From an optimization exercise on the open Yosys and OpenROAD flow, aimed at small area, a short achievable clock period and few clock cycles; shortcuts taken in it are not production practice. Power is estimated from default activity; no workload was simulated.

Setup of JK:
// reuleaux
module reuleaux(input logic clk, input logic rst_n, input logic [2:0] colour,
                input logic [7:0] centre_x, input logic [6:0] centre_y, input logic [7:0] diameter,
                input logic start, output logic done,
                output logic [7:0] vga_x, output logic [6:0] vga_y,
                output logic [2:0] vga_colour, output logic vga_plot);
Size: about 830 cells after synthesis, roughly 95 flip-flops, ~0.0075 mm² of cells after synthesis.
==> module reuleaux, before the edit <==
module reuleaux(input logic clk, input logic rst_n, input logic [2:0] colour,
                input logic [7:0] centre_x, input logic [6:0] centre_y, input logic [7:0] diameter,
                input logic start, output logic done,
                output logic [7:0] vga_x, output logic [6:0] vga_y,
                output logic [2:0] vga_colour, output logic vga_plot);
     function automatic logic [9:0] rca(input logic [9:0] a, input logic [9:0] b, input logic ci);
          logic c;
          c = ci;
          for (int i = 0; i < 10; i++) begin
               rca[i] = a[i] ^ b[i] ^ c;
               c = (a[i] & b[i]) | (a[i] & c) | (b[i] & c);
          end
     endfunction
     localparam logic [159:0] FA = {10'd593, 10'd555, 10'd518, 10'd476, 10'd439, 10'd396, 10'd359, 10'd317, 10'd280, 10'd238, 10'd200, 10'd158, 10'd121, 10'd79, 10'd42, 10'd0};
     localparam logic [95:0]  FB = {6'd36, 6'd34, 6'd32, 6'd26, 6'd24, 6'd22, 6'd21, 6'd19, 6'd17, 6'd15, 6'd9, 6'd7, 6'd5, 6'd4, 6'd2, 6'd0};
     function automatic logic [9:0] fa(input logic [3:0] h);
          fa = 10'(FA >> (10 * h));
     endfunction
     function automatic logic [5:0] fb(input logic [3:0] l);
          fb = 6'(FB >> (6 * l));
     endfunction
     logic [7:0] di2, cx1, cx3, cy3;
     logic [8:0] cx2;
     logic [6:0] cy1;
     always_ff @(posedge clk) begin
          di2 <= 8'(diameter + 8'd1) >> 1;
          cx3 <= centre_x;
          cx1 <= 8'(rca({2'd0, cx3}, {2'd0, di2}, 1'b0));
          cx2 <= 9'(rca({2'd0, cx3}, ~{2'd0, di2}, 1'b1));
     end
     logic [7:0] ox, oy;
     logic [9:0] crit;
     logic       ra;           
     logic [1:0] p;            
     logic [1:0] ph;           
     logic       run;
     logic [7:0] xo;
     logic [6:0] yo;
     logic       plot_r;
     wire [8:0] x0 = 9'(rca({2'd0, cx1}, ~{2'd0, ox}, 1'b1));
     wire [8:0] x3 = 9'(rca({1'd0, cx2}, {2'd0, ox}, 1'b0));
     wire [8:0] x1 = 9'(rca(ra ? {2'd0, cx3} : {2'd0, cx1}, ra ? {2'd0, oy} : ~{2'd0, oy}, !ra));
     wire [8:0] x2 = 9'(rca(ra ? {2'd0, cx3} : {1'd0, cx2}, ra ? ~{2'd0, oy} : {2'd0, oy}, ra));
     wire [7:0] y0 = 8'(rca({3'd0, cy1}, ~{2'd0, oy}, 1'b1));
     wire [7:0] y12 = 8'(rca(ra ? {2'd0, cy3} : {3'd0, cy1}, ra ? {2'd0, ox} : ~{2'd0, ox}, !ra));
     function automatic logic onx(input logic [8:0] v);
          onx = !v[8] && !(v[7] && (v[6] || v[5]));
     endfunction
     function automatic logic ony(input logic [7:0] v);
          ony = !v[7] && !(v[6] && v[5] && v[4] && v[3]);
     endfunction
     wire oky0 = ony(y0), oky12 = ony(y12);
     wire [3:0] ok = {onx(x3) & oky0, onx(x2) & oky12, onx(x1) & oky12, onx(x0) & oky0};
     wire [3:0] ge = (p == 2'd0) ? 4'b1111 : (p == 2'd1) ? 4'b1110 :
                     (p == 2'd2) ? 4'b1100 : 4'b1000;
     wire [3:0] v  = ok & ge;
     logic [1:0] sel;
     logic       more;      
     always_comb begin
          sel  = 2'd3;
          more = 1'b0;
          if (v[0]) begin sel = 2'd0; more = v[1] | v[2] | v[3]; end
          else if (v[1]) begin sel = 2'd1; more = v[2] | v[3]; end
          else if (v[2]) begin sel = 2'd2; more = v[3]; end
     end
     logic [7:0] xs;
     logic [6:0] ys;
     always_comb begin
          case (sel)
               2'd0: begin xs = x0[7:0]; ys = y0[6:0]; end
               2'd1: begin xs = x1[7:0]; ys = y12[6:0]; end
               2'd2: begin xs = x2[7:0]; ys = y12[6:0]; end
               default: begin xs = x3[7:0]; ys = y0[6:0]; end
          endcase
     end
     wire       cpos = !crit[9] && (crit != 10'd0);
     wire [7:0] oy1  = oy + 8'd1;
     wire [7:0] oy2  = {oy[7:1] + 7'd1, oy[0]};
     wire [8:0] u    = 9'(rca({2'd0, oy2}, ~{2'd0, ox}, 1'b1));
     wire       last = !u[8] && (u[7:1] != 7'd0 || (cpos && u[0]));
     wire [9:0] cra  = rca(crit, {1'b0, oy1, 1'b1}, 1'b0);
     wire [9:0] crb  = rca(crit, {u, 1'b1}, 1'b0);
     wire [9:0] fs  = rca(fa(ox[7:4]), {4'd0, fb(ox[3:0])}, 1'b0);
     wire [8:0] q   = 9'(rca({2'd0, ox}, {4'd0, oy[5:0]}, 1'b0));
     wire [8:0] a6  = 9'(rca({1'd0, cy1, 2'b10}, {1'd0, q}, 1'b0));
     wire [8:0] a3  = 9'(rca({2'd0, cy1, 1'b0}, ~{1'd0, q}, 1'b1));
     always_ff @(posedge clk) begin
          if (!rst_n || !start) begin
               run <= 1'b0;
               done <= 1'b0;
               plot_r <= 1'b0;
               ph <= 2'd0;
          end else if (run) begin
               plot_r <= |v;
               if (!more && last) begin
                    run <= 1'b0;
                    done <= 1'b1;
               end
          end else begin
               plot_r <= 1'b0;
               if (!done) begin
                    ph <= ph + 2'd1;
                    if (ph == 2'd2) run <= 1'b1;
               end
          end
          if (!run) begin
               case (ph)
                    2'd0: begin
                         ox <= diameter;
                         cy1 <= centre_y;
                    end
                    2'd1: oy <= {2'd0, fs[9:4]};
                    default: begin
                         cy1 <= a6[8:2];
                         cy3 <= {a3[8] ^ (ox >= 8'd222), a3[7:1]};
                         oy <= 8'd0;
                    end
               endcase
               crit <= 10'd1 - {2'b0, ox};
               ra <= ox != 8'd255;
               p <= 2'd0;
          end else if (more) begin
               p <= sel + 2'd1;
          end else begin
               p <= 2'd0;
               ra <= ra && (oy1 != di2);
               oy <= oy1;
               crit <= cpos ? crb : cra;
               if (cpos) ox <= ox - 8'd1;
          end
          xo <= xs;
          yo <= ys;
     end
     assign vga_x = xo;
     assign vga_y = yo;
     assign vga_plot = plot_r;
     assign vga_colour = colour;
endmodule
clock: 10.0 ns
lec_check: 0
abc_area: 1
cap_margin: 20
core_margin: 2
core_utilization: 40
slew_margin: 20
run.sh (not shown) runs the stock make flow with config.mk's settings and CLKGATE_MAP_FILE= SYNTH_SCRIPT=/design/flow/synth_recipe.tcl, a recipe that flattens the netlist after the stock synthesis.
--- input diff JK..MS ---
--- a/flow/design.v
+++ b/flow/design.v
@@ -35,16 +35,16 @@
      logic [1:0] ph;           
      logic       run;
      logic [7:0] xo;
      logic [6:0] yo;
      logic       plot_r;
-     wire [8:0] x0 = 9'(rca({2'd0, cx1}, ~{2'd0, ox}, 1'b1));
-     wire [8:0] x3 = 9'(rca({1'd0, cx2}, {2'd0, ox}, 1'b0));
-     wire [8:0] x1 = 9'(rca(ra ? {2'd0, cx3} : {2'd0, cx1}, ra ? {2'd0, oy} : ~{2'd0, oy}, !ra));
-     wire [8:0] x2 = 9'(rca(ra ? {2'd0, cx3} : {1'd0, cx2}, ra ? ~{2'd0, oy} : {2'd0, oy}, ra));
-     wire [7:0] y0 = 8'(rca({3'd0, cy1}, ~{2'd0, oy}, 1'b1));
-     wire [7:0] y12 = 8'(rca(ra ? {2'd0, cy3} : {3'd0, cy1}, ra ? {2'd0, ox} : ~{2'd0, ox}, !ra));
+     wire [8:0] x0 = {1'b0, cx1} - {1'b0, ox};
+     wire [8:0] x3 = cx2 + {1'b0, ox};
+     wire [8:0] x1 = (ra ? {1'b0, cx3} : {1'b0, cx1}) + (ra ? {1'b0, oy} : ~{1'b0, oy}) + {8'd0, !ra};
+     wire [8:0] x2 = (ra ? {1'b0, cx3} : cx2) + (ra ? ~{1'b0, oy} : {1'b0, oy}) + {8'd0, ra};
+     wire [7:0] y0 = {1'b0, cy1} - oy;
+     wire [7:0] y12 = (ra ? cy3 : {1'b0, cy1}) + (ra ? ox : ~ox) + {7'd0, !ra};
      function automatic logic onx(input logic [8:0] v);
           onx = !v[8] && !(v[7] && (v[6] || v[5]));
      endfunction
      function automatic logic ony(input logic [7:0] v);
           ony = !v[7] && !(v[6] && v[5] && v[4] && v[3]);
==> comparison <==
JK went all the way through the flow, and no timing, DRC or antenna check failed. MS: no failed stages, no open violations at the end. The path depth of the worst reg2reg path of MS falls short of that of JK by 8. Compared with JK, MS shows critical path buffer and inverter count lower by 5. Sequential share of layout area on MS is down relative to JK. Summary of MS over JK: fmax went up by 9.6%, clock network fraction of total power lost 1.4 points, aggregate global-route resource usage now larger, clock insertion delay at the later pin of the skew report neither gained nor lost much. Layout clock buffer count (higher): MS. MS ends up with higher total internal power than JK does. The run showing the greater growth of design area from synthesis to finish is JK.
No functional check of the RTL was part of any run of this note.

-- separate check: timing with driven ports --
The results above use ideal ports. As a check the final layouts listed here were re-extracted and re-timed, cells and wires unchanged. Step 1, drivers: a clkbuf_16 drives clk and a buf_2 each remaining input, both assumed. Step 2 adds t to the input delays and takes it off the output delays; t is the mean of the earliest and latest rising clock arrival at the registers after step 1. Input paths then give back, and output paths get back, about the clock's delay inside the block. Three values: no drivers, after step 1, after step 2; two values: the first two.
run | t (ns) | slack for setup (ns) | worst setup path after step 2 | slew at the worst register clock pin (ns) | cell pins on the clock port's net
JK | 0.399 | 4.418 / 4.418 / 4.418 | register to register | 0.08 / 0.08 | 1
MS | 0.396 | 4.908 / 4.908 / 4.908 | register to register | 0.07 / 0.07 | 1
After both steps setup and hold are still met in every run listed.
